Source: an optimization exercise on an open RTL-to-GDS flow (aim: small area, a short achievable clock period and few clock cycles). Production flows keep margins and buffers that such runs may drop.
Function was not checked in any run shown here: the RTL went through the layout flow alone.

[design.v]
module sqrt_u32(
        input             clk,
        input             rst_n,
        input             vld_in,
        input      [31:0] x,
        output reg        vld_out,
        output     [15:0] y
    );
    localparam K  = 1;                  
    localparam F  = 2;                  
    localparam L  = (16 - F) / K;       
    localparam XW = 32 - 2 * F;         
    reg         busy;
    reg [3:0]   cnt;                    
    reg [15:0]  r;                      
    reg [15:0]  q;                      
    reg [XW-1:0] xs;                    
    assign y = q;
    function [31:0] step(input [31:0] rq, input [1:0] xx);
        reg [17:0] c;
        reg [17:0] d;
        begin
            c = {rq[31:16], xx};
            d = c - {1'b0, rq[14:0], 2'b01};
            if (!d[17])
                step = {d[15:0], rq[14:0], 1'b1};
            else
                step = {c[15:0], rq[14:0], 1'b0};
        end
    endfunction
    reg [31:0] ld;                      
    reg [31:0] it;                      
    integer k;
    always @* begin
        ld = 32'd0;
        for (k = 0; k < F; k = k + 1)
            ld = step(ld, x[31-2*k -: 2]);
        it = {r, q};
        for (k = 0; k < K; k = k + 1)
            it = step(it, xs[XW-1-2*k -: 2]);
    end
    always @(posedge clk or negedge rst_n) begin
        if (!rst_n) begin
            busy    <= 1'b0;
            vld_out <= 1'b0;
        end else begin
            vld_out <= busy && cnt == 4'd0;
            if (!busy)
                busy <= vld_in;
            else if (cnt == 4'd0)
                busy <= 1'b0;
        end
    end
    always @(posedge clk) begin
        if (!busy) begin
            if (vld_in) begin
                {r, q} <= ld;
                xs     <= x[XW-1:0];
                cnt    <= L - 1;
            end
        end else begin
            {r, q} <= it;
            xs     <= xs << (2 * K);
            cnt    <= cnt - 4'd1;
        end
    end
endmodule
[run.sh]
#!/bin/bash
# synth_recipe.tcl (not shown) runs the flow's synth.tcl, then flattens the netlist and writes it again
# the make line also repeats each setting of config.mk as NAME=value (left out here)
make -C /OpenROAD-flow-scripts/flow DESIGN_CONFIG=/design/flow/config.mk WORK_HOME=/design/flow/orfs CLKGATE_MAP_FILE= SYNTH_SCRIPT=/design/flow/synth_recipe.tcl finish
[config.mk]
export PLATFORM = sky130hd
export DESIGN_NAME = sqrt_u32
export DESIGN_NICKNAME = sqrt_u32
export VERILOG_FILES = /design/flow/design.v
export SDC_FILE = /design/flow/constraint.sdc
export NUM_CORES = 4
export LEC_CHECK = 0
export CAP_MARGIN = 20
export CORE_MARGIN = 2
export CORE_UTILIZATION = 40
export SLEW_MARGIN = 20
[constraint.sdc]
create_clock -name core_clock -period 10.0 [get_ports {clk}]
set_input_delay 2.0000 -clock core_clock [delete_from_list [all_inputs] [get_ports {clk}]]
set_output_delay 2.0000 -clock core_clock [all_outputs]
set_load 0.01 [all_outputs]
==> impl_metrics.yaml, run 1 <==
outcome:
  status: "finished clean"
routing:
  vias_per_cell: 5.45
  via_count: 2899
  wl_per_cell_um: 16.0
  drt_wl_total_um: 8500
  dr.pass1.iters: 4
  antenna_left: 0
  initialDrtViolationCount: 237
  post-route-drc-count: 0
synth:
  yosysMostFrequentCell: "edfxtp_1"
  synth_commonest_cells: "edfxtp_1 (62), nand2_1 (32), nor2_1 (29), a22o_1 (26), inv_1 (24)"
  yosys-top-cells-area: "edfxtp_1 (48%), ha_1 (6.5%), a22o_1 (5.9%)"
  syn_area_per_cell_um2: 10.9
  yosys.cell_types.count: 55
  synth_compound_area_frac: 0.207
  synthSimpleGateAreaFrac: 0.131
  ys_warn_count: 1
  synth_cells: 355
  synth-edff-count: 62
  synth_xor_area_frac: 0.0294
  yosysTopAreaCellShare: 0.482
  netlist_area_um2: 3870
  synth_top_area_cell: "edfxtp_1"
  synth_top_family_by_area: "compound AO/OA/AOI/OAI gates"
  ys_dominant_reg_cell: "edfxtp_1"
  synthMuxAreaShare: 0.0117
  synth_fa_ha_area_frac: 0.0647
  syn_nets: 410
  ys_seq_area_frac: 0.505
  ys_async_sr_fraction: 0.0303
  synth-seq-cells: 66
clock_network:
  clk_latency_ns: 0.34
  cts.hold.buffers_added: 0
  cts_tree: "built"
  worst_setup_hold_path_clk_slew_ns: 0.08
  postCtsSetupBuffers: 0
  cts_buffers: 9
  cts_root_buf: "clkbuf_8"
  cts_buffer_depth: 2
  htreeDepth: 3
  cts.sinks: 66
  cts.repair.resized: 0
final_layout:
  nets: 453
  syn2layout_area_growth_pct: 21.5
  n_antenna_cell: 0
  drive_gt1_frac: 0.0918
sta:
  period_share: 0.344
  fin_skew_ns: 0.0137
  finalMaxSlewViolations: 0
  setup_viol: 0
  tns_ns: 0
  tightestPinTransition_ns: 0.819
  hold_violations: 0
  min_period_ns: 3.44
  slew_headroom: 0.453
  rsz0062_at_grt: "false"
  whs_ns: 0.493
  clock.fmax_mhz: 291
global_routing:
  grtUsageTotal: 0.166
  grt_pass1_vias: 2722
  grt_overflow_total: 0
  grt_max_degree: 65
  antenna_found_initial: 0
  grt_pass1_wl_um: 13300
place:
  gp_congestion: 0.903
  dp_hpwl_um: 5760
  io_buffers: 51
floorplan:
  die_y_um: 102
  die-area_um2: 10500
  start_util: 0.414
  row_count: 35
  io_pins: 52
  die_x_um: 102
  core_area_um2: 9330
worst_hold_path:
  hp-class: "reg -> reg"
worst_setup_path:
  worstSetupStartpointType: "primary input"
  critPathRequiredTime_ns: 10.21
  critPathKind: "in -> reg"
  cp-end-kind: "register"
  worst-path-max-fanout: 5
  arrival_ns: 3.65
run:
  maxCapViolCount: 0
[per-layer routing]
metal / part of all wire / global-route usage / vias up
met5: 0 / 0 / -
met4: 0.0061 / 0.0513 / 0
met3: 0.066 / 0.0431 / 4
met2: 0.47 / 0.261 / 91
met1: 0.46 / 0.225 / 1378
li1: - / - / 1426
[area by class of cell]
| cell class | instances | area, um^2 |
|---|---|---|
| clock inverter | 6 | 115 |
| tap | 129 | 161 |
| sequential | 66 | 1950 |
| inverter | 24 | 90.1 |
| fill | 869 | 4630 |
| timing repair buffer | 54 | 533 |
| multi-input combinational | 243 | 1720 |
| clock buffer | 10 | 128 |
[cell families (layout without fill, tap and decap cells)]
group	Yosys count	after routing
AOI/OAI and AO/OA	104	104
and+or+nand+nor	102	102
DFF	66	66
buffers and inverters	46	94
adders and majority gates	20	20
xor gates and xnor gates	13	13
muxes	4	4
[critical path: stages]
cell,delay (ns)
clkdlybuf4s50_1,0.54
nor2_1,0.08
or2_2,0.29
a21oi_1,0.24
nand3b_1,0.25
inv_1,0.13
a311o_1,0.12
[sequential cells by signal (all words and copies together) (netlist names)]
signal / count
busy: 1
cnt: 4
q: 16
r: 16
vld_out: 1
xs: 28
[final timing paths]
kind | end | slack (ns) | depth (start not counted) | startpoint
setup / recovery | r[12]$_DFFE_PP_ | 6.56 | 7 | x[28]
hold / removal | vld_out$_DFF_PN0_ | 0.49 | 1 | cnt[3]$_SDFFCE_PN1P_
setup reg to reg | r[12]$_DFFE_PP_ | 7.07 | 7 | r[12]$_DFFE_PP_
hold reg to reg | vld_out$_DFF_PN0_ | 0.49 | 1 | cnt[3]$_SDFFCE_PN1P_
max in group asynchronous | busy$_DFF_PN0_ | 8.05 | 1 | rst_n
min in group asynchronous | vld_out$_DFF_PN0_ | 1.82 | 1 | rst_n
[metrics by stage]
stage	util	setup WS (ns)	area, um^2	instances
2_1_floorplan	-	6.32	3870	355
3_3_place_gp	0.478	6.25	4450	516
3_5_place_dp	0.478	6.20	4450	516
4_1_cts	0.504	6.56	4700	532
5_1_grt	0.504	6.43	4700	532
6_report	0.504	6.56	4700	532
[cell usage in the layout (no fill, tap or decap), types with 3 or more instances in the layout]
cell type        synthesis  routed
edfxtp_1                62      62
clkdlybuf4s50_1          0      51
nand2_1                 32      32
nor2_1                  29      29
a22o_1                  26      26
inv_1                   24      23
a21oi_1                 23      23
ha_1                    20      20
nand4_1                 13      13
xnor2_1                 11      11
o211ai_1                 9       9
o21ai_0                  9       9
clkbuf_8                 0       9
nand3_1                  6       6
nand2b_1                 5       5
a311o_1                  5       5
nor3_1                   4       4
o21ai_2                  4       4
a21o_1                   4       4
a21oi_2                  3       3
o21a_1                   3       3
o221ai_1                 3       3
mux2i_1                  3       3
bufinv_16                0       3
buf_4                    2       3
==> run 2: changes to the inputs <==
==> design.v (replaced) <==
module sqrt_u32(
        input             clk,
        input             rst_n,
        input             vld_in,
        input      [31:0] x,
        output reg        vld_out,
        output     [15:0] y
    );
    localparam F  = 2;                      
    localparam L  = (16 - F) / 2;           
    localparam XW = 32 - 2 * F;             
    reg          busy;
    reg [2:0]    cnt;                       
    reg [14:0]   r;                         
    reg [15:0]   q;                         
    reg [XW-1:0] xs;                        
    assign y = q;
    function [30:0] step(input [30:0] rq, input [3:0] xxxx);
        reg [18:0] c;
        reg [19:0] d1, d2, d3;
        reg        b1, b2;
        reg [14:0] rn;
        begin
            c  = {rq[30:16], xxxx};
            d1 = {1'b0, c} - {3'd0, rq[13:0], 3'b001};
            d2 = {1'b0, c} - {2'd0, rq[13:0], 4'b0100};
            d3 = {1'b0, c} - {3'd0, rq[13:0], 3'b000} - {2'd0, rq[13:0], 4'b0000} - 20'd9;
            b1 = !d2[19];
            b2 = b1 ? !d3[19] : !d1[19];
            case ({b1, b2})
                2'b00: rn = c[14:0];
                2'b01: rn = d1[14:0];
                2'b10: rn = d2[14:0];
                default: rn = d3[14:0];
            endcase
            step = {rn, rq[13:0], b1, b2};
        end
    endfunction
    reg [30:0] ld;                          
    reg [30:0] it;                          
    integer k;
    always @* begin
        ld = 31'd0;
        for (k = 0; k < F / 2; k = k + 1)
            ld = step(ld, x[31-4*k -: 4]);
        it = step({r, q}, xs[XW-1 -: 4]);
    end
    always @(posedge clk or negedge rst_n) begin
        if (!rst_n) begin
            busy    <= 1'b0;
            vld_out <= 1'b0;
        end else begin
            vld_out <= busy && cnt == 3'd0;
            if (!busy)
                busy <= vld_in;
            else if (cnt == 3'd0)
                busy <= 1'b0;
        end
    end
    always @(posedge clk) begin
        if (!busy) begin
            {r, q} <= ld;
            xs     <= x[XW-1:0];
            cnt    <= L - 1;
        end else begin
            {r, q} <= it;
            xs     <= xs << 4;
            cnt    <= cnt - 3'd1;
        end
    end
endmodule
==> flow/run.sh (new file) <==
#!/bin/bash
set -euo pipefail
MARGIN=$(cat flow/margin.txt)
bash standard.sh \
  "SETUP_SLACK_MARGIN=$MARGIN" \
  "BUFFER_PORTS_ARGS=-buffer_cell sky130_fd_sc_hd__buf_1" \
  finish > standard.log 2>&1
==> flow/margin.txt (new file) <==
7.2
==> standard.sh (new file) <==
#!/bin/bash
# synth_recipe.tcl (not shown) runs the flow's synth.tcl, then flattens the netlist and writes it again
# the make line also repeats each setting of config.mk as NAME=value (left out here)
make -C /OpenROAD-flow-scripts/flow DESIGN_CONFIG=/design/flow/config.mk WORK_HOME=/design/flow/orfs CLKGATE_MAP_FILE= SYNTH_SCRIPT=/design/flow/synth_recipe.tcl "${@:-finish}"
removed: run.sh
==> impl_metrics.yaml, run 2 <==
outcome:
  status: "finished clean"
synth:
  ys_warn_count: 1
  synth-edff-count: 0
  yosysMostFrequentCell: "ha_1"
  yosys.cell_types.count: 67
  syn_area_per_cell_um2: 8.98
  synth_commonest_cells: "ha_1 (73), inv_1 (72), dfxtp_1 (62), nor2_1 (33), mux2_2 (26)"
  yosys-top-cells-area: "dfxtp_1 (24%), ha_1 (17%), mux2_2 (5.6%)"
  ys_seq_area_frac: 0.247
  synth_top_area_cell: "dfxtp_1"
  synth_cells: 582
  netlist_area_um2: 5230
  synth-seq-cells: 64
  ys_dominant_reg_cell: "dfxtp_1"
  yosysTopAreaCellShare: 0.237
  ys_async_sr_fraction: 0.0313
  syn_nets: 704
clock_network:
  cts_tree: "built"
  cts_buffers: 9
  cts_root_buf: "clkbuf_16"
  clk_latency_ns: 0.34
  cts.hold.buffers_added: 0
  cts.sinks: 64
  worst_setup_hold_path_clk_slew_ns: 0.06
  cts_buffer_depth: 2
  htreeDepth: 3
sta:
  setup_ws_ns: 6.70
  setup_viol: 0
  rsz0062_at_grt: "true"
  tightestPinTransition_ns: 0.692
  slew_headroom: 0.535
  tns_ns: 0
  finalMaxSlewViolations: 0
  clock.fmax_mhz: 303
  hold_violations: 0
  fin_skew_ns: 0.00486
  period_share: 0.330
  min_period_ns: 3.30
final_layout:
  nFillCells: 1201
  largest_register: "xs"
  final_cell_mix: "inv_1 (61), ha_1 (57), dfxtp_1 (44)"
  utilization: 0.529
  syn2layout_area_growth_pct: 28.2
  n_antenna_cell: 0
  final_common_cell: "inv_1"
  nets: 791
  largest_reg_flops: 28
  drive_gt1_frac: 0.269
place:
  dp_hpwl_um: 9710
  dp_slack_ns: 6.30
  io_buffers: 51
  gp_congestion: 0.918
routing:
  drt_wl_total_um: 13400
  dr.pass1.iters: 5
  antenna_left: 0
  wl_per_cell_um: 15.9
  vias_per_cell: 5.29
  initialDrtViolationCount: 209
  post-route-drc-count: 0
  via_count: 4476
floorplan:
  start_util: 0.412
  die_y_um: 118
  core_area_um2: 12700
  die_x_um: 118
  io_pins: 52
  die-area_um2: 14000
  row_count: 41
worst_setup_path:
  arrival_ns: 3.53
  cp-end-kind: "register"
  worstSetupStartpointType: "register"
  critPathKind: "reg -> reg"
  critPathRequiredTime_ns: 10.23
  worst-path-max-fanout: 5
global_routing:
  grtUsageTotal: 0.195
  antenna_found_initial: 0
  grt_pass1_wl_um: 22000
  grt_max_degree: 45
  grt_pass1_vias: 4496
  grt_overflow_total: 0
run:
  maxCapViolCount: 0
worst_hold_path:
  hp-class: "reg -> reg"
run 2: path summary, 6_finish.rpt:
check | endpoint | depth (start not counted) | slack, ns | startpoint
worst max-delay path | r[14]$_DFF_P_ | 12 | 6.70 | q[2]$_SDFF_PN0_
worst min-delay path | cnt[0]$_SDFF_PN0_ | 1 | 0.43 | cnt[0]$_SDFF_PN0_
worst max register to register | r[14]$_DFF_P_ | 12 | 6.70 | q[2]$_SDFF_PN0_
worst min register to register | cnt[0]$_SDFF_PN0_ | 1 | 0.43 | cnt[0]$_SDFF_PN0_
max in group asynchronous | busy$_DFF_PN0_ | 1 | 8.43 | rst_n
min in group asynchronous | vld_out$_DFF_PN0_ | 1 | 1.43 | rst_n
run 2: stage by stage:
| step | instance area (um^2) | hold slack [ns] | instances |
|---|---|---|---|
| floorplan | 5370 | 0.392 | 582 |
| global placement | 5690 | 0.404 | 791 |
| detailed placement | 5690 | 0.419 | 791 |
| CTS | 6460 | 0.429 | 833 |
| global route | 6700 | 0.450 | 846 |
| finish | 6700 | 0.428 | 846 |
run 2: cell type report:
class | instances | area (um^2) | share of cell area
multi-input combinational | 432 | 3890 | 0.581
inverter | 72 | 290 | 0.0433
timing repair buffer | 90 | 651 | 0.0971
sequential | 64 | 1350 | 0.201
clock inverter | 7 | 80.1 | 0.0119
clock buffer | 9 | 225 | 0.0336
tap | 172 | 215 | 0.0321
run 2: metal layers:
metal	wire, um	share of wire	GRT usage	vias to the layer above
li1	-	-	-	2240
met1	5780	0.43	0.234	2106
met2	6810	0.51	0.346	112
met3	660	0.049	0.0415	18
met4	182	0.014	0.0640	0
met5	0	0	0	-
run 2: worst max-delay path, cell delays in order, from the launching register on:
cell	delay (ns)
dfxtp_4	0.37
ha_4	0.24
fa_1	0.49
inv_2	0.04
ha_4	0.16
buf_4	0.13
or3_1	0.35
o2111ai_2	0.25
a311oi_1	0.16
o21a_2	0.23
nor3_1	0.23
and3b_1	0.22
o32a_1	0.33
run 2: cells by family after synthesis:
logic type	after synthesis	synth area share
and+or+nand+nor	144	0.144
DFF	64	0.247
buffers and inverters	87	0.0713
xor gates and xnor gates	30	0.0503
adders and majority gates	87	0.228
muxes	39	0.0809
AOI/OAI and AO/OA	131	0.178
run 2: what timing repair did:
item | CTS | global route
buffers inserted | 25 | 13
setup endpoints to repair | 33 | 34
cloned | 1 | 0
hold endpoints to repair | 0 | 0
pin swaps | 19 | 22
resized for setup | 80 | 30
==> run 3: changes to the inputs <==
--- a/design.v
+++ b/design.v
@@ -6,7 +6,7 @@
         output reg        vld_out,
         output     [15:0] y
     );
-    localparam F  = 2;                      
+    localparam F  = 4;                      
     localparam L  = (16 - F) / 2;           
     localparam XW = 32 - 2 * F;             
     reg          busy;
==> impl_metrics.yaml, run 3 <==
sta:
  tightestPinTransition_ns: 1.03
  setup_viol: 0
  hold_violations: 0
  min_period_ns: 4.40
  finalMaxSlewViolations: 0
  tns_ns: 0
  setup_ws_ns: 5.60
  rsz0062_at_grt: "true"
  fin_skew_ns: 0.00619
  period_share: 0.440
  slew_headroom: 0.313
  clock.fmax_mhz: 227
worst_setup_path:
  worst-path-max-fanout: 8
  critPathKind: "in -> reg"
  cp-startpoint: "x[28]"
  crit_chain: "buf_12 > inv_6 > ha_4 > or2_4 > a211oi_2 > a21oi_2 > inv_2 > ha_4 > a211o_4 > or2_4 > a211o_1 > a311oi_2 > o21ba_1"
  cpPeakStageDelay_ns: 0.33
  critPathRequiredTime_ns: 10.23
  cp-end-kind: "register"
  ff2ff_path_depth: 12
  r2r_end: "r[10]$_DFF_P_"
  arrival_ns: 4.63
  worstSetupStartpointType: "primary input"
  r2r-start: "q[0]$_DFF_P_"
  critPathCapture: "r[4]$_DFF_P_"
  slowest_stage: "a211o_4"
  r2r_slack_ns: 6.29
final_layout:
  fin_area_um2: 7830
  final_common_cell: "ha_1"
  final_cell_mix: "ha_1 (70), inv_1 (66), nor2_1 (55)"
  syn2layout_area_growth_pct: 27.3
  largest_register: "xs"
  largest_reg_flops: 24
  drive_gt1_frac: 0.256
  nets: 944
  n_antenna_cell: 0
clock_network:
  htreeDepth: 3
  worst_setup_hold_path_clk_slew_ns: 0.05
  clk_latency_ns: 0.34
  cts_tree: "built"
  cts_root_buf: "clkbuf_16"
  cts_buffers: 9
  cts_buffer_depth: 2
  cts.sinks: 60
  cts.hold.buffers_added: 0
place:
  dp_slack_ns: 4.27
  placed_area_um2: 6630
  gp_congestion: 0.865
  dp_hpwl_um: 12700
  io_buffers: 51
global_routing:
  grt_max_degree: 54
  met2_usage: 0.369
  grtUsageTotal: 0.215
  grtUsageMet1: 0.274
  grtUsageMet3: 0.0334
  grt_pass1_wl_um: 28000
  grt_pass1_vias: 5546
  antenna_found_initial: 0
  gr-max-usage-layer: "met2"
  grt_overflow_total: 0
synth:
  yosysTopAreaCellShare: 0.189
  synth_cells: 727
  yosys.cell_types.count: 77
  netlist_area_um2: 6150
  synth-seq-cells: 60
  yosysMostFrequentCell: "ha_1"
  yosys-top-cells-area: "dfxtp_1 (19%), ha_1 (18%), fa_1 (5.2%)"
  ys_async_sr_fraction: 0.0333
  ys_dominant_reg_cell: "dfxtp_1"
  synth_commonest_cells: "ha_1 (89), inv_1 (77), dfxtp_1 (58), nor2_1 (58), a21oi_1 (42)"
  syn_area_per_cell_um2: 8.46
  synth_top_area_cell: "dfxtp_1"
  ys_seq_area_frac: 0.197
  synth-edff-count: 0
  syn_nets: 867
  ys_warn_count: 1
outcome:
  status: "finished clean"
floorplan:
  die-area_um2: 16400
  io_pins: 52
  row_count: 45
  core_area_um2: 15100
  start_util: 0.407
  die_x_um: 128
  die_y_um: 128
routing:
  drt_wl_total_um: 17400
  vias_per_cell: 5.63
  post-route-drc-count: 0
  antenna_left: 0
  wl_per_cell_um: 17.5
  initialDrtViolationCount: 301
  dr.pass1.iters: 5
  via_count: 5615
worst_hold_path:
  hp-class: "reg -> reg"
run:
  maxCapViolCount: 0
-- run 3: changes by cell type in the layout (fill, tap and decap cells not counted), moves of 5 or more --
| cell | change |
|---|---|
| a211oi_2 | +8 |
| a21o_1 | +6 |
| a21oi_1 | +13 |
| a31o_1 | -5 |
| and2_1 | -13 |
| buf_6 | -6 |
| ha_1 | +13 |
| inv_1 | +5 |
| mux2i_1 | +12 |
| nand2_1 | +11 |
| nor2_1 | +23 |
| nor3_1 | +6 |
| o21ai_1 | -6 |
| xnor2_1 | +11 |
-- run 3: logic make-up (layout without fill, tap and decap cells) --
group,after synthesis,count (layout),share of synthesized area
fa+ha+maj,105,105,0.233
mux,52,52,0.0902
simple gates,188,188,0.153
flops,60,60,0.197
xor+xnor,39,39,0.0556
buf+inv,101,183,0.0653
compound gates,182,182,0.206
-- run 3: final cells by class --
cell class              instances  area [um^2]
fillers                      1405         7260
multi-input cells             566         5030
flip-flops and latches         60         1260
repair buffers                 89          674
inverters                      78          325
well taps                     188          235
clock buffers                  11          233
clock inverters                 5         62.6
-- run 3: critical path, delay by kind of cell --
kind | cells | cell delay (ns)
simple gates | 2 | 0.56
compound gates | 6 | 1.47
buf+inv | 3 | 0.21
fa+ha+maj | 2 | 0.37
-- run 3: layer usage --
metal | wire (um) | part of all wire
met4 | 519 | 0.030
met3 | 788 | 0.045
met5 | 0 | 0
met2 | 8450 | 0.48
met1 | 7670 | 0.44
-- run 3: per-stage QoR --
| step | hold WS, ns | util | instances |
|---|---|---|---|
| 6_report | 0.380 | 0.519 | 997 |
| 5_1_grt | 0.396 | 0.519 | 997 |
| 4_1_cts | 0.381 | 0.499 | 987 |
| 3_5_place_dp | 0.369 | 0.439 | 946 |
| 3_3_place_gp | 0.367 | 0.439 | 946 |
| 2_1_floorplan | 0.358 | - | 727 |
-- run 3: worst min path at each step --
stage | slack, ns | to | depth (start not counted) | start
detailed placement | 0.37 | cnt[0]$_SDFF_PN1_ | 1 | cnt[0]$_SDFF_PN1_
global route | 0.40 | cnt[0]$_SDFF_PN1_ | 1 | cnt[0]$_SDFF_PN1_
CTS | 0.38 | cnt[0]$_SDFF_PN1_ | 1 | cnt[0]$_SDFF_PN1_
global placement | 0.37 | cnt[0]$_SDFF_PN1_ | 1 | cnt[0]$_SDFF_PN1_
floorplan | 0.36 | cnt[0]$_SDFF_PN1_ | 1 | cnt[0]$_SDFF_PN1_
finish | 0.38 | cnt[0]$_SDFF_PN1_ | 1 | cnt[0]$_SDFF_PN1_
-- run 3: repair_timing --
action | CTS | global route
setup buffers | 23 | 10
pin swaps | 26 | 29
setup endpoints to repair | 34 | 33
gates cloned | 2 | 0
gates resized for setup | 114 | 53
==> run 4: changes to the inputs <==
==> design.v (replaced) <==
module sqrt_u32(
        input             clk,
        input             rst_n,
        input             vld_in,
        input      [31:0] x,
        output reg        vld_out,
        output     [15:0] y
    );
    reg          busy;
    reg [3:0]    cnt;                       
    reg [16:0]   r;                         
    reg [15:0]   q;                         
    reg [27:0]  xs;                        
    assign y = q;
    function [32:0] step(input [32:0] rq, input [1:0] xx);
        reg [18:0] c;
        reg [18:0] b;
        reg [18:0] d;
        reg        s;
        begin
            s = rq[32];
            c = {rq[32:16], xx};
            b = {{2{~s}}, rq[14:0] ^ {15{~s}}, 1'b1, s};
            d = c + b + {18'd0, ~s};
            step = {d[16:0], rq[14:0], ~d[18]};
        end
    endfunction
    reg [32:0] ld;                          
    always @* begin
        case (x[31:28])
            4'd0: ld = {17'h1ffff, 16'd0};
            4'd1: ld = {17'h00000, 16'd1};
            4'd2: ld = {17'h00001, 16'd1};
            4'd3: ld = {17'h00002, 16'd1};
            4'd4: ld = {17'h1fffb, 16'd2};
            4'd5: ld = {17'h1fffc, 16'd2};
            4'd6: ld = {17'h1fffd, 16'd2};
            4'd7: ld = {17'h1fffe, 16'd2};
            4'd8: ld = {17'h1ffff, 16'd2};
            4'd9: ld = {17'h00000, 16'd3};
            4'd10: ld = {17'h00001, 16'd3};
            4'd11: ld = {17'h00002, 16'd3};
            4'd12: ld = {17'h00003, 16'd3};
            4'd13: ld = {17'h00004, 16'd3};
            4'd14: ld = {17'h00005, 16'd3};
            4'd15: ld = {17'h00006, 16'd3};
            default: ld = 33'd0;
        endcase
    end
    reg [32:0] it;                          
    integer k;
    always @* begin
        it = {r, q};
        for (k = 0; k < 1; k = k + 1)
            it = step(it, xs[27-2*k -: 2]);
    end
    always @(posedge clk or negedge rst_n) begin
        if (!rst_n) begin
            busy    <= 1'b0;
            vld_out <= 1'b0;
        end else begin
            vld_out <= busy && cnt == 4'd0;
            if (!busy)
                busy <= vld_in;
            else if (cnt == 4'd0)
                busy <= 1'b0;
        end
    end
    always @(posedge clk) begin
        if (!busy) begin
            {r, q} <= ld;
            xs     <= x[27:0];
            cnt    <= 4'd13;
        end else begin
            {r, q} <= it;
            xs     <= xs << 2;
            cnt    <= cnt - 4'd1;
        end
    end
endmodule
==> flow/margin.txt (replaced) <==
7.0
==> impl_metrics.yaml, run 4 <==
worst_setup_path:
  critPathKind: "reg -> out"
  critPathRequiredTime_ns: 8.00
  worst-path-buf-inv: 1
  r2r_end: "r[16]$_DFF_P_"
  slowest_stage: "dfxtp_1"
  arrival_ns: 0.90
  ff2ff_path_depth: 9
  r2r_slack_ns: 7.41
  cpPeakStageDelay_ns: 0.38
  worstSetupStartpointType: "register"
  worst-path-max-fanout: 3
  cp-startpoint: "q[0]$_DFF_P_"
  r2r-start: "r[16]$_DFF_P_"
  cp_top_family: "flip-flops"
  cp-end-kind: "output port"
  crit_chain: "buf_1"
clock_network:
  cts.sinks: 67
  htreeDepth: 3
  cts.hold.buffers_added: 0
  cts_tree: "built"
  postCtsSetupBuffers: 0
  clk_latency_ns: 0.35
  worst_setup_hold_path_clk_slew_ns: 0.07
  cts_root_buf: "clkbuf_8"
  cts.repair.resized: 2
  cts_buffers: 9
  cts_buffer_depth: 2
floorplan:
  die_x_um: 91.6
  io_pins: 52
  start_util: 0.419
  core_area_um2: 7330
  die_y_um: 91.6
  die-area_um2: 8400
  row_count: 31
synth:
  netlist_area_um2: 3070
  synth-edff-count: 0
  yosysTopAreaCellShare: 0.424
  ys_seq_area_frac: 0.440
  yosys-top-cells-area: "dfxtp_1 (42%), mux2_2 (9.5%), ha_1 (9.0%)"
  synth_commonest_cells: "dfxtp_1 (65), mux2_2 (26), a21oi_1 (22), ha_1 (22), nand2_1 (22)"
  synth-seq-cells: 67
  yosys.cell_types.count: 39
  ys_dominant_reg_cell: "dfxtp_1"
  ys_warn_count: 1
  yosysMostFrequentCell: "dfxtp_1"
  syn_area_per_cell_um2: 10.0
  synth_top_area_cell: "dfxtp_1"
  ys_async_sr_fraction: 0.0299
  syn_nets: 363
  synth_cells: 306
outcome:
  status: "finished clean"
routing:
  via_count: 2260
  antenna_left: 0
  post-route-drc-count: 0
  initialDrtViolationCount: 57
  wl_per_cell_um: 13.0
  dr.pass1.iters: 4
  drt_wl_total_um: 5990
  vias_per_cell: 4.90
sta:
  min_period_ns: 2.90
  clock.fmax_mhz: 345
  slew_headroom: 0.568
  tightestPinTransition_ns: 0.647
  hold_violations: 0
  period_share: 0.290
  tns_ns: 0
  rsz0062_at_grt: "false"
  setup_viol: 0
  fin_skew_ns: 0.00882
  finalMaxSlewViolations: 0
  whs_ns: 0.424
final_layout:
  final_cell_mix: "dfxtp_1 (64), buf_1 (51), mux2_2 (26)"
  nets: 414
  utilization: 0.493
  drive_gt1_frac: 0.141
  largest_register: "xs"
  seqCellArea_um2: 1350
  final_common_cell: "dfxtp_1"
  n_antenna_cell: 0
  syn2layout_area_growth_pct: 17.7
  fin_area_um2: 3610
  nFillCells: 736
  multiInputGateArea_um2: 1640
  largest_reg_flops: 28
place:
  dp_hpwl_um: 4260
  io_buffers: 51
  placed_area_um2: 3350
  gp_congestion: 0.862
global_routing:
  grt_pass1_vias: 2151
  grt_max_degree: 59
  grt_overflow_total: 0
  grt_pass1_wl_um: 9900
  grtUsageTotal: 0.151
  antenna_found_initial: 0
worst_hold_path:
  hold_depth: 1
  worstHoldStart: "cnt[0]$_SDFF_PN1_"
  hp-class: "reg -> reg"
  hold_end: "cnt[0]$_SDFF_PN1_"
run:
  maxCapViolCount: 0
==> run 4: changes by cell type in the layout (fill, tap and decap cells not counted), sizes merged, moves of 11 or more <==
cell    delta
fa        -16
nor2      -49
a21oi     -20
inv       -68
and2      +12
nand3     -11
buf       -35
nor3      -13
ha        -67
mux2i     -23
a211oi    -12
nand2     -14
==> run 4: layer usage <==
metal / global-route usage / vias up / part of all wire
met5: 0 / - / 0
li1: - / 1178 / -
met3: 0.0518 / 7 / 0.046
met4: 0.0568 / 0 / 0.013
met2: 0.234 / 50 / 0.46
met1: 0.193 / 1025 / 0.48
==> run 4: cell families (layout without fill, tap and decap cells) <==
kind of cell | count (synthesis) | count (layout) | synth area share
AO/OA/AOI/OAI | 73 | 73 | 0.152
XOR/XNOR | 25 | 25 | 0.0713
adder cells (fa/ha/maj) | 22 | 22 | 0.0896
buffers and inverters | 21 | 77 | 0.0269
flip-flops | 67 | 67 | 0.440
multiplexers | 28 | 28 | 0.102
AND/OR/NAND/NOR | 70 | 70 | 0.119
==> run 4: worst max-delay path by stage <==
| stage | slack, ns | cells after the start | endpoint |
|---|---|---|---|
| 2_1_floorplan | 7.05 | 7 | r[3]$_DFF_P_ |
| 3_3_place_gp | 6.64 | 8 | r[14]$_DFF_P_ |
| 3_5_place_dp | 6.59 | 8 | r[14]$_DFF_P_ |
| 4_1_cts | 7.06 | 1 | y[0] |
| 5_1_grt | 7.03 | 1 | y[0] |
| 6_report | 7.10 | 1 | y[0] |
==> run 4: area by class of cell <==
type | instances | area share
clock inverter | 7 | 0.0388
multi-input combinational | 218 | 0.454
clock buffer | 9 | 0.0343
tap | 99 | 0.0343
timing repair buffer | 52 | 0.0550
inverter | 9 | 0.00935
sequential | 67 | 0.375
==> run 4: stage by stage <==
step	instances	setup WS [ns]
3_3_place_gp	445	6.64
4_1_cts	461	7.06
5_1_grt	461	7.03
3_5_place_dp	445	6.59
6_report	461	7.10
2_1_floorplan	306	7.05
==> run 4: worst register-to-register path, stage by stage, from the launching register on <==
cell      delay [ns]
dfxtp_2         0.68
inv_1           0.16
ha_1            0.26
nor2_1          0.13
ha_1            0.18
nand2b_1        0.17
a21oi_1         0.10
o31ai_1         0.45
a211oi_1        0.19
mux2i_1         0.15
==> run 5: changes to the inputs <==
==> design.v (replaced) <==
module sqrt_u32(
        input             clk,
        input             rst_n,
        input             vld_in,
        input      [31:0] x,
        output reg        vld_out,
        output     [15:0] y
    );
    reg          busy;
    reg [3:0]    cnt;                       
    reg [16:0]   r;                         
    reg [15:0]   q;                         
    reg [25:0]  xs;                        
    assign y = q;
    function [32:0] step(input [32:0] rq, input [1:0] xx);
        reg [18:0] c;
        reg [18:0] b;
        reg [18:0] d;
        reg        s;
        begin
            s = rq[32];
            c = {rq[32:16], xx};
            b = {{2{~s}}, rq[14:0] ^ {15{~s}}, 1'b1, s};
            d = c + b + {18'd0, ~s};
            step = {d[16:0], rq[14:0], ~d[18]};
        end
    endfunction
    reg [32:0] ld;                          
    always @* begin
        case (x[31:26])
            6'd0: ld = {17'h1ffff, 16'd0};
            6'd1: ld = {17'h00000, 16'd1};
            6'd2: ld = {17'h00001, 16'd1};
            6'd3: ld = {17'h00002, 16'd1};
            6'd4: ld = {17'h1fffb, 16'd2};
            6'd5: ld = {17'h1fffc, 16'd2};
            6'd6: ld = {17'h1fffd, 16'd2};
            6'd7: ld = {17'h1fffe, 16'd2};
            6'd8: ld = {17'h1ffff, 16'd2};
            6'd9: ld = {17'h00000, 16'd3};
            6'd10: ld = {17'h00001, 16'd3};
            6'd11: ld = {17'h00002, 16'd3};
            6'd12: ld = {17'h00003, 16'd3};
            6'd13: ld = {17'h00004, 16'd3};
            6'd14: ld = {17'h00005, 16'd3};
            6'd15: ld = {17'h00006, 16'd3};
            6'd16: ld = {17'h1fff7, 16'd4};
            6'd17: ld = {17'h1fff8, 16'd4};
            6'd18: ld = {17'h1fff9, 16'd4};
            6'd19: ld = {17'h1fffa, 16'd4};
            6'd20: ld = {17'h1fffb, 16'd4};
            6'd21: ld = {17'h1fffc, 16'd4};
            6'd22: ld = {17'h1fffd, 16'd4};
            6'd23: ld = {17'h1fffe, 16'd4};
            6'd24: ld = {17'h1ffff, 16'd4};
            6'd25: ld = {17'h00000, 16'd5};
            6'd26: ld = {17'h00001, 16'd5};
            6'd27: ld = {17'h00002, 16'd5};
            6'd28: ld = {17'h00003, 16'd5};
            6'd29: ld = {17'h00004, 16'd5};
            6'd30: ld = {17'h00005, 16'd5};
            6'd31: ld = {17'h00006, 16'd5};
            6'd32: ld = {17'h00007, 16'd5};
            6'd33: ld = {17'h00008, 16'd5};
            6'd34: ld = {17'h00009, 16'd5};
            6'd35: ld = {17'h0000a, 16'd5};
            6'd36: ld = {17'h1fff3, 16'd6};
            6'd37: ld = {17'h1fff4, 16'd6};
            6'd38: ld = {17'h1fff5, 16'd6};
            6'd39: ld = {17'h1fff6, 16'd6};
            6'd40: ld = {17'h1fff7, 16'd6};
            6'd41: ld = {17'h1fff8, 16'd6};
            6'd42: ld = {17'h1fff9, 16'd6};
            6'd43: ld = {17'h1fffa, 16'd6};
            6'd44: ld = {17'h1fffb, 16'd6};
            6'd45: ld = {17'h1fffc, 16'd6};
            6'd46: ld = {17'h1fffd, 16'd6};
            6'd47: ld = {17'h1fffe, 16'd6};
            6'd48: ld = {17'h1ffff, 16'd6};
            6'd49: ld = {17'h00000, 16'd7};
            6'd50: ld = {17'h00001, 16'd7};
            6'd51: ld = {17'h00002, 16'd7};
            6'd52: ld = {17'h00003, 16'd7};
            6'd53: ld = {17'h00004, 16'd7};
            6'd54: ld = {17'h00005, 16'd7};
            6'd55: ld = {17'h00006, 16'd7};
            6'd56: ld = {17'h00007, 16'd7};
            6'd57: ld = {17'h00008, 16'd7};
            6'd58: ld = {17'h00009, 16'd7};
            6'd59: ld = {17'h0000a, 16'd7};
            6'd60: ld = {17'h0000b, 16'd7};
            6'd61: ld = {17'h0000c, 16'd7};
            6'd62: ld = {17'h0000d, 16'd7};
            6'd63: ld = {17'h0000e, 16'd7};
            default: ld = 33'd0;
        endcase
    end
    reg [32:0] it;                          
    integer k;
    always @* begin
        it = {r, q};
        for (k = 0; k < 1; k = k + 1)
            it = step(it, xs[25-2*k -: 2]);
    end
    always @(posedge clk or negedge rst_n) begin
        if (!rst_n) begin
            busy    <= 1'b0;
            vld_out <= 1'b0;
        end else begin
            vld_out <= busy && cnt == 4'd0;
            if (!busy)
                busy <= vld_in;
            else if (cnt == 4'd0)
                busy <= 1'b0;
        end
    end
    always @(posedge clk) begin
        if (!busy) begin
            {r, q} <= ld;
            xs     <= x[25:0];
            cnt    <= 4'd12;
        end else begin
            {r, q} <= it;
            xs     <= xs << 2;
            cnt    <= cnt - 4'd1;
        end
    end
endmodule
==> impl_metrics.yaml, run 5 <==
final_layout:
  n_antenna_cell: 0
  syn2layout_area_growth_pct: 14.0
  drive_gt1_frac: 0.177
  utilization: 0.467
  largest_reg_flops: 26
  final_cell_mix: "dfxtp_1 (62), buf_1 (49), mux2_2 (24)"
  seqCellArea_um2: 1310
  multiInputGateArea_um2: 1900
  fin_area_um2: 3820
  largest_register: "xs"
  final_common_cell: "dfxtp_1"
  nets: 449
  nFillCells: 803
global_routing:
  antenna_found_initial: 0
  grt_pass1_vias: 2412
  grt_overflow_total: 0
  grt_max_degree: 60
  grt_pass1_wl_um: 11300
  grtUsageTotal: 0.160
routing:
  vias_per_cell: 5.08
  post-route-drc-count: 0
  wl_per_cell_um: 13.4
  antenna_left: 0
  initialDrtViolationCount: 81
  dr.pass1.iters: 5
  drt_wl_total_um: 6690
  via_count: 2542
synth:
  synth-edff-count: 0
  ys_dominant_reg_cell: "dfxtp_1"
  synth_commonest_cells: "dfxtp_1 (63), mux2_2 (25), ha_1 (24), nand2_1 (22)"
  yosys.cell_types.count: 53
  yosysMostFrequentCell: "dfxtp_1"
  ys_async_sr_fraction: 0.0308
  yosys-top-cells-area: "dfxtp_1 (38%), ha_1 (9.0%), mux2_2 (8.4%)"
  netlist_area_um2: 3350
  yosysTopAreaCellShare: 0.377
  synth_cells: 345
  ys_seq_area_frac: 0.392
  syn_nets: 404
  syn_area_per_cell_um2: 9.70
  synth_top_area_cell: "dfxtp_1"
  ys_warn_count: 1
  synth-seq-cells: 65
sta:
  tns_ns: 0
  fin_skew_ns: 0.00631
  tightestPinTransition_ns: 0.758
  finalMaxSlewViolations: 0
  slew_headroom: 0.494
  setup_viol: 0
  hold_violations: 0
  rsz0062_at_grt: "false"
  clock.fmax_mhz: 338
  min_period_ns: 2.96
  period_share: 0.296
floorplan:
  core_area_um2: 8180
  die_x_um: 95.5
  start_util: 0.409
  io_pins: 52
  die-area_um2: 9120
  die_y_um: 95.5
  row_count: 33
place:
  io_buffers: 51
  dp_hpwl_um: 4700
  gp_congestion: 0.873
  placed_area_um2: 3560
clock_network:
  htreeDepth: 3
  cts_root_buf: "clkbuf_8"
  cts.sinks: 65
  cts.hold.buffers_added: 0
  cts_buffers: 9
  cts_tree: "built"
  clk_latency_ns: 0.35
  cts_buffer_depth: 2
  worst_setup_hold_path_clk_slew_ns: 0.08
run:
  maxCapViolCount: 0
worst_setup_path:
  critPathKind: "in -> reg"
  cp-end-kind: "register"
  critPathRequiredTime_ns: 10.24
  arrival_ns: 3.20
  worstSetupStartpointType: "primary input"
  worst-path-max-fanout: 8
outcome:
  status: "finished clean"
worst_hold_path:
  hp-class: "reg -> reg"
-- run 5: area by class of cell --
class	instances	area share
clock buffers	9	0.0325
clock inverters	7	0.0223
inverters	11	0.0108
multi-input cells	248	0.497
flip-flops and latches	65	0.344
well taps	105	0.0344
repair buffers	55	0.0587
-- run 5: critical path, stage by stage --
cell and delay, ns:
buf_1 0.31, nand2b_1 0.18, o32ai_2 0.11, o21ai_4 0.22, o21ai_1 0.09, mux2_4 0.28
-- run 5: cell families (layout without fill, tap and decap cells) --
group	after synthesis	count (layout)	synth area share
fa+ha+maj	24	24	0.0897
xor+xnor	27	27	0.0707
compound gates	77	77	0.160
flops	65	65	0.392
mux	30	30	0.0991
simple gates	90	90	0.137
buf+inv	32	82	0.0520
-- run 5: what timing repair did --
action | 4_1_cts | 5_1_grt
buffers inserted | 3 | 0
resized for setup | 3 | 4
setup endpoints to repair | 13 | 8
pin swaps | 1 | 1
-- run 5: path summary, 6_finish.rpt --
kind	from	to	slack, ns	cells past startpoint
max	x[30]	r[16]$_DFF_P_	7.04	6
min	xs[3]$_DFF_P_	xs[5]$_DFF_P_	0.45	1
max reg2reg	r[16]$_DFF_P_	r[16]$_DFF_P_	7.50	7
min reg2reg	xs[3]$_DFF_P_	xs[5]$_DFF_P_	0.45	1
max in group asynchronous	rst_n	busy$_DFF_PN0_	8.44	1
min in group asynchronous	rst_n	busy$_DFF_PN0_	1.42	1
-- run 5: through the flow --
step                hold WS, ns  std cells  setup slack, ns
CTS                       0.457        500             7.05
global route              0.474        500             7.01
floorplan                 0.414        345             7.00
finish                    0.454        500             7.04
global placement          0.431        481             6.34
detailed placement        0.442        481             6.28
-- run 5: metal layers --
metal  vias up  part of all wire  global-route usage  routed length, um
met1      1196              0.49               0.209               3280
li1       1298                 -                   -                  -
met5         -                 0                   0                  0
met2        39              0.46               0.254               3070
met4         0             0.016              0.0679                105
met3         9             0.035              0.0356                235
==> run 6: changes to the inputs <==
==> design.v (replaced) <==
module sqrt_u32(
        input             clk,
        input             rst_n,
        input             vld_in,
        input      [31:0] x,
        output reg        vld_out,
        output     [15:0] y
    );
    reg          busy;
    reg [3:0]    c;                         
    reg [16:0]   r;                         
    reg [13:0]   xh;                        
    reg [15:0]   z;                         
    assign y = z;
    function [32:0] step(input [32:0] rq, input [1:0] xx);
        reg [18:0] a;
        reg [18:0] b;
        reg [18:0] d;
        reg        s;
        begin
            s = rq[32];
            a = {rq[32:16], xx};
            b = {{2{~s}}, rq[14:0] ^ {15{~s}}, 1'b1, s};
            d = a + b + {18'd0, ~s};
            step = {d[16:0], rq[14:0], ~d[18]};
        end
    endfunction
    function [18:0] first(input [3:0] top);
        begin
            case (top)
            4'd0: first = {17'h1ffff, 2'd0};
            4'd1: first = {17'h00000, 2'd1};
            4'd2: first = {17'h00001, 2'd1};
            4'd3: first = {17'h00002, 2'd1};
            4'd4: first = {17'h1fffb, 2'd2};
            4'd5: first = {17'h1fffc, 2'd2};
            4'd6: first = {17'h1fffd, 2'd2};
            4'd7: first = {17'h1fffe, 2'd2};
            4'd8: first = {17'h1ffff, 2'd2};
            4'd9: first = {17'h00000, 2'd3};
            4'd10: first = {17'h00001, 2'd3};
            4'd11: first = {17'h00002, 2'd3};
            4'd12: first = {17'h00003, 2'd3};
            4'd13: first = {17'h00004, 2'd3};
            4'd14: first = {17'h00005, 2'd3};
            4'd15: first = {17'h00006, 2'd3};
            default: first = 19'd0;
            endcase
        end
    endfunction
    function [14:0] valid(input [3:0] cyc);
        begin
            case (cyc)
            4'd0: valid = 15'b000000000000011;
            4'd1: valid = 15'b000000000000111;
            4'd2: valid = 15'b000000000001111;
            4'd3: valid = 15'b000000000011111;
            4'd4: valid = 15'b000000000111111;
            4'd5: valid = 15'b000000001111111;
            4'd6: valid = 15'b000000011111111;
            4'd7: valid = 15'b000000111111111;
            4'd8: valid = 15'b000001111111111;
            4'd9: valid = 15'b000011111111111;
            4'd10: valid = 15'b000111111111111;
            4'd11: valid = 15'b001111111111111;
            4'd12: valid = 15'b011111111111111;
            4'd13: valid = 15'b111111111111111;
            default: valid = 15'h7fff;
            endcase
        end
    endfunction
    wire [18:0] ld = first(x[31:28]);
    reg [32:0] it;                          
    integer k;
    always @* begin
        it = {r, 1'b0, z[14:0] & valid(c)};
        for (k = 0; k < 1; k = k + 1)
            it = step(it, {xh[13-k], z[15-k]});
    end
    always @(posedge clk or negedge rst_n) begin
        if (!rst_n) begin
            busy    <= 1'b0;
            vld_out <= 1'b0;
        end else begin
            vld_out <= busy && c == 4'd13;
            if (!busy)
                busy <= vld_in;
            else if (c == 4'd13)
                busy <= 1'b0;
        end
    end
    always @(posedge clk) begin
        if (!busy) begin
            r  <= ld[18:2];
            xh <= {x[27], x[25], x[23], x[21], x[19], x[17], x[15], x[13], x[11], x[9], x[7], x[5], x[3], x[1]};
            z  <= {x[26], x[24], x[22], x[20], x[18], x[16], x[14], x[12], x[10], x[8], x[6], x[4], x[2], x[0], ld[1:0]};
            c  <= 4'd0;
        end else begin
            r  <= it[32:16];
            xh <= xh << 1;
            z  <= {z[14:0], it[0:0]};
            c  <= c + 4'd1;
        end
    end
endmodule
==> impl_metrics.yaml, run 6 <==
outcome:
  status: "finished clean"
sta:
  whs_ns: 0.456
  hold_violations: 0
  clock.fmax_mhz: 339
  rsz0062_at_grt: "false"
  setup_viol: 0
  slew_headroom: 0.572
  period_share: 0.295
  tightestPinTransition_ns: 0.642
  min_period_ns: 2.95
  fin_skew_ns: 0.00658
  tns_ns: 0
  finalMaxSlewViolations: 0
synth:
  yosysMostFrequentCell: "dfxtp_1"
  yosys.cell_types.count: 44
  ys_seq_area_frac: 0.431
  synthSimpleGateAreaFrac: 0.112
  ys_warn_count: 1
  synth_top_family_by_area: "compound AO/OA/AOI/OAI gates"
  yosysTopAreaCellShare: 0.415
  synth_compound_area_frac: 0.136
  ys_dominant_reg_cell: "dfxtp_1"
  synthMuxAreaShare: 0.108
  netlist_area_um2: 3090
  synth_fa_ha_area_frac: 0.101
  synth-edff-count: 0
  yosys-top-cells-area: "dfxtp_1 (42%), ha_1 (10%), mux2_2 (9.9%)"
  synth_xor_area_frac: 0.0851
  synth-seq-cells: 66
  synth_top_area_cell: "dfxtp_1"
  synth_cells: 303
  syn_area_per_cell_um2: 10.2
  ys_async_sr_fraction: 0.0303
  synth_commonest_cells: "dfxtp_1 (64), nand2_1 (28), mux2_2 (27), ha_1 (25), xnor2_1 (24)"
  syn_nets: 363
global_routing:
  gr-max-usage-layer: "met2"
  grt_max_degree: 59
  grtUsageMet1: 0.187
  antenna_found_initial: 0
  grt_pass1_wl_um: 9940
  grt_pass1_vias: 2223
  grtUsageMet3: 0.0394
  grtUsageTotal: 0.149
  met2_usage: 0.245
  grt_overflow_total: 0
worst_hold_path:
  hold_depth: 1
  worstHoldStart: "xh[8]$_DFF_P_"
  hp-class: "reg -> reg"
  hold_end: "xh[9]$_DFF_P_"
place:
  dp.cells: 447
  gp_congestion: 0.812
  dp_hpwl_um: 4420
  io_buffers: 51
final_layout:
  syn2layout_area_growth_pct: 17.2
  fin_cells: 464
  nets: 417
  final_cell_mix: "dfxtp_1 (64), buf_1 (51), nand2_1 (28)"
  drive_gt1_frac: 0.155
  final_common_cell: "dfxtp_1"
  n_antenna_cell: 0
floorplan:
  core_area_um2: 7610
  die_y_um: 91.8
  io_pins: 52
  die_x_um: 91.8
  row_count: 32
  start_util: 0.406
  die-area_um2: 8440
worst_setup_path:
  worst-path-max-fanout: 3
  r2r_slack_ns: 7.35
  cp_top_family: "flip-flops"
  critPathKind: "reg -> out"
  arrival_ns: 0.95
  ff2ff_path_depth: 9
  critPathRequiredTime_ns: 8.00
  worstSetupStartpointType: "register"
  worst-path-buf-inv: 1
  crit_chain: "buf_1"
  cp-end-kind: "output port"
  slowest_stage: "dfxtp_1"
  r2r-start: "r[16]$_DFF_P_"
  r2r_end: "r[16]$_DFF_P_"
  cpPeakStageDelay_ns: 0.44
clock_network:
  clk_latency_ns: 0.34
  cts_root_buf: "clkbuf_8"
  cts.hold.buffers_added: 0
  cts_buffer_depth: 2
  cts_buffers: 9
  cts_tree: "built"
  worst_setup_hold_path_clk_slew_ns: 0.07
  htreeDepth: 3
  cts.sinks: 66
routing:
  wl_per_cell_um: 13.0
  via_count: 2246
  vias_per_cell: 4.84
  post-route-drc-count: 0
  drt_wl_total_um: 6010
  dr.pass1.iters: 4
  initialDrtViolationCount: 40
  antenna_left: 0
run:
  maxCapViolCount: 0
run 6: changes by cell type in the layout (fill, tap and decap cells not counted), moves of 4 or more:
cell	before	now
o21a_1	5	1
nand2_1	22	28
o21ai_0	18	9
nor3_1	7	1
or3_1	0	6
a21oi_1	20	14
a21o_1	0	14
and2_1	13	2
run 6: timing repair:
action	CTS	global route
pin swaps	0	1
buffers inserted	0	1
resized for setup	1	1
setup endpoints to repair	9	15
run 6: kinds of logic (layout without fill, tap and decap cells):
kind of cell               Yosys count  after routing
buffers and inverters               21             80
and+or+nand+nor                     72             72
xor gates and xnor gates            30             30
muxes                               30             30
DFF                                 66             66
adders and majority gates           25             25
AOI/OAI and AO/OA                   59             59
run 6: worst register-to-register path, stage by stage, from the launching register on:
cell,delay (ns)
dfxtp_1,0.51
inv_4,0.17
xnor2_1,0.26
ha_1,0.34
a21o_1,0.20
a21oi_1,0.30
a2111oi_2,0.14
o21ai_1,0.22
nor3b_1,0.08
a311o_1,0.31
run 6: metrics by stage:
| step | util | worst slack (ns) | cell area, um^2 |
|---|---|---|---|
| after floorplan | - | 7.03 | 3100 |
| after global placement | 0.445 | 6.42 | 3380 |
| after detailed placement | 0.446 | 6.70 | 3390 |
| after CTS | 0.473 | 7.03 | 3600 |
| after global routing | 0.475 | 7.02 | 3620 |
| final | 0.475 | 7.05 | 3620 |
run 6: worst max path at each step:
| stage | startpoint | end | slack [ns] | cells past startpoint |
|---|---|---|---|---|
| CTS | z[1]$_DFF_P_ | y[1] | 7.03 | 1 |
| global placement | x[28] | r[4]$_DFF_P_ | 6.42 | 6 |
| global route | z[1]$_DFF_P_ | y[1] | 7.02 | 1 |
| finish | z[1]$_DFF_P_ | y[1] | 7.05 | 1 |
| floorplan | x[28] | z[0]$_DFF_P_ | 7.03 | 6 |
| detailed placement | x[28] | r[12]$_DFF_P_ | 6.70 | 6 |
run 6: per-layer routing:
layer	routed length (um)	up-vias
li1	-	1163
met1	2900	1042
met2	2820	32
met3	201	9
met4	82	0
met5	0	-
run 6: final cells by class:
type                            count  area (um^2)
Tap cell                          102          128
Clock buffer                       12          155
Timing Repair Buffer               53          219
Clock inverter                      4         50.0
Multi-Input combinational cell    216         1690
Inverter                           11         43.8
Fill cell                         748         3990
Sequential cell                    66         1330
==> run 7: changes to the inputs <==
--- a/design.v
+++ b/design.v
@@ -48,32 +48,12 @@
             endcase
         end
     endfunction
-    function [14:0] valid(input [3:0] cyc);
-        begin
-            case (cyc)
-            4'd0: valid = 15'b000000000000011;
-            4'd1: valid = 15'b000000000000111;
-            4'd2: valid = 15'b000000000001111;
-            4'd3: valid = 15'b000000000011111;
-            4'd4: valid = 15'b000000000111111;
-            4'd5: valid = 15'b000000001111111;
-            4'd6: valid = 15'b000000011111111;
-            4'd7: valid = 15'b000000111111111;
-            4'd8: valid = 15'b000001111111111;
-            4'd9: valid = 15'b000011111111111;
-            4'd10: valid = 15'b000111111111111;
-            4'd11: valid = 15'b001111111111111;
-            4'd12: valid = 15'b011111111111111;
-            4'd13: valid = 15'b111111111111111;
-            default: valid = 15'h7fff;
-            endcase
-        end
-    endfunction
+    wire [14:0] valid = {c >= 4'd13, c >= 4'd12, c >= 4'd11, c >= 4'd10, c >= 4'd9, c >= 4'd8, c >= 4'd7, c >= 4'd6, c >= 4'd5, c >= 4'd4, c >= 4'd3, c >= 4'd2, c >= 4'd1, 1'b1, 1'b1};
     wire [18:0] ld = first(x[31:28]);
     reg [32:0] it;                          
     integer k;
     always @* begin
-        it = {r, 1'b0, z[14:0] & valid(c)};
+        it = {r, 1'b0, z[14:0] & valid};
         for (k = 0; k < 1; k = k + 1)
             it = step(it, {xh[13-k], z[15-k]});
     end
==> impl_metrics.yaml, run 7 <==
place:
  placed_area_um2: 3090
  gp_congestion: 0.886
  dp.cells: 423
  dp_hpwl_um: 4370
  io_buffers: 51
synth:
  synth_cells: 286
  synth_commonest_cells: "dfxtp_1 (51), mux2_2 (27), ha_1 (25), xnor2_1 (24), a21oi_1 (17)"
  synth-edff-count: 0
  ys_dominant_reg_cell: "dfxtp_1"
  ys_async_sr_fraction: 0.0377
  synth-seq-cells: 53
  yosys.cell_types.count: 45
  yosys-top-cells-area: "dfxtp_1 (36%), ha_1 (11%), mux2_2 (11%)"
  ys_seq_area_frac: 0.381
  syn_area_per_cell_um2: 9.83
  yosysTopAreaCellShare: 0.363
  netlist_area_um2: 2810
  ys_warn_count: 1
  yosysMostFrequentCell: "dfxtp_1"
  syn_nets: 346
  synth_top_area_cell: "dfxtp_1"
final_layout:
  largest_reg_flops: 17
  drive_gt1_frac: 0.209
  multiInputGateArea_um2: 1730
  final_common_cell: "buf_1"
  nets: 403
  final_cell_mix: "buf_1 (51), dfxtp_1 (47), mux2_2 (27)"
  largest_register: "r"
  nFillCells: 639
  seqCellArea_um2: 1080
  fin_cells: 440
  syn2layout_area_growth_pct: 19.2
  fin_area_um2: 3350
  n_antenna_cell: 0
routing:
  via_count: 2158
  dr.pass1.iters: 5
  drt_wl_total_um: 5760
  antenna_left: 0
  post-route-drc-count: 0
  vias_per_cell: 4.90
  wl_per_cell_um: 13.1
  initialDrtViolationCount: 60
clock_network:
  cts.hold.buffers_added: 0
  cts.sinks: 53
  cts_buffer_depth: 2
  clk_latency_ns: 0.31
  cts_tree: "built"
  cts_buffers: 5
  worst_setup_hold_path_clk_slew_ns: 0.10
  htreeDepth: 2
  cts_root_buf: "clkbuf_8"
sta:
  finalMaxSlewViolations: 0
  slew_headroom: 0.587
  tns_ns: 0
  clock.fmax_mhz: 346
  period_share: 0.289
  rsz0062_at_grt: "true"
  tightestPinTransition_ns: 0.620
  fin_skew_ns: 0.00624
  min_period_ns: 2.89
  whs_ns: 0.453
  hold_violations: 0
  setup_viol: 0
global_routing:
  grt_pass1_wl_um: 9400
  antenna_found_initial: 0
  grt_pass1_vias: 2053
  grt_max_degree: 55
  grt_overflow_total: 0
  grtUsageTotal: 0.155
run:
  maxCapViolCount: 0
floorplan:
  io_pins: 52
  die-area_um2: 7720
  start_util: 0.414
  die_x_um: 87.9
  row_count: 30
  core_area_um2: 6790
  die_y_um: 87.9
worst_setup_path:
  slowest_stage: "dfxtp_1"
  cpPeakStageDelay_ns: 0.42
  critPathRequiredTime_ns: 8.00
  crit_chain: "buf_1"
  worstSetupStartpointType: "register"
  worst-path-max-fanout: 3
  cp-end-kind: "output port"
  worst-path-buf-inv: 1
  arrival_ns: 0.89
  critPathKind: "reg -> out"
  cp_top_family: "flip-flops"
outcome:
  status: "finished clean"
worst_hold_path:
  hp-class: "reg -> reg"
==> run 7: cell types whose count changed after synthesis, sizes merged, moves of 3 or more <==
cell / change
buf: +5
clkbuf: -4
nor3: +3
dfxtp: -13
a21oi: +5
nand2: -12
o211ai: +5
or3: -3
==> run 7: what timing repair did <==
action                                 CTS  global route
pin swaps                                4            11
resized for setup                        6            18
buffers inserted                         4             5
endpoints found under the hold margin    0             0
setup endpoints to repair               15            10
==> run 7: per-stage QoR <==
stage | setup WS, ns | utilization
final | 7.11 | 0.494
after global placement | 6.46 | 0.455
after global routing | 6.97 | 0.494
after floorplan | 7.01 | -
after CTS | 7.01 | 0.477
after detailed placement | 6.36 | 0.455
==> run 7: layout make-up <==
class	count	area share
inverters	12	0.0146
clock inverters	2	0.00522
repair buffers	61	0.0832
multi-input cells	210	0.515
flip-flops and latches	53	0.322
clock buffers	6	0.0246
well taps	96	0.0358
==> run 7: per-layer routing <==
metal,vias up,share of wire,global-route usage
met2,40,0.48,0.262
met1,983,0.48,0.205
met3,6,0.030,0.0302
met4,0,0.0078,0.0378
met5,-,0,0
li1,1129,-,-
==> run 7: logic make-up after synthesis <==
family | Yosys count | synth area share
mux | 29 | 0.115
simple gates | 59 | 0.103
flops | 53 | 0.381
fa+ha+maj | 25 | 0.111
compound gates | 67 | 0.165
buf+inv | 23 | 0.0311
xor+xnor | 30 | 0.0934
==> run 7: path summary, 6_finish.rpt <==
check,endpoint,slack (ns),from,cells past startpoint
worst max register to register,z[0]$_DFF_P_,7.16,c[1]$_SDFF_PN0_,13
worst min-delay path,c[0]$_SDFF_PN0_,0.45,c[0]$_SDFF_PN0_,1
min in group asynchronous,busy$_DFF_PN0_,1.47,rst_n,1
worst max-delay path,y[14],7.11,z[14]$_DFF_P_,1
max in group asynchronous,busy$_DFF_PN0_,8.39,rst_n,1
worst min register to register,c[0]$_SDFF_PN0_,0.45,c[0]$_SDFF_PN0_,1

==> afterwards: timing with drivers on the ports <==
No port has a modelled driver above. Below, the same layouts with a new extraction and two added sets of constraints. Step 1 assumes that a clkbuf_16 drives the clock port and a buf_2 every other input. Step 2 times the ports against the registers' clock, not the clock port: input delays grow and output delays shrink by t, the midpoint of the rising clock arrivals with the driver on. Three values: ideal, step 1, step 2; two values: the first two.
run	t (ns)	setup slack, ns	clock arrival spread, ns	slew at the worst register clock pin (ns)	pins driven straight from the clock port
run 1	0.368	6.558 / 6.558 / 6.190	0.015 / 0.015	0.08 / 0.08	1
run 2	0.384	6.697 / 6.697 / 6.476	0.006 / 0.005	0.06 / 0.06	1
run 3	0.374	5.601 / 5.577 / 5.203	0.006 / 0.007	0.06 / 0.06	1
run 4	0.371	7.099 / 7.072 / 6.742	0.009 / 0.010	0.08 / 0.08	1
run 5	0.371	7.041 / 7.047 / 6.676	0.008 / 0.007	0.08 / 0.08	1
run 6	0.364	7.048 / 7.020 / 6.802	0.006 / 0.007	0.07 / 0.07	1
run 7	0.329	7.108 / 7.082 / 6.792	0.007 / 0.006	0.10 / 0.10	1
After both steps every run listed still meets setup and hold. The setup slack of run 3, which loses most, moves by -0.024 ns with the drivers and by -0.398 ns with both steps.
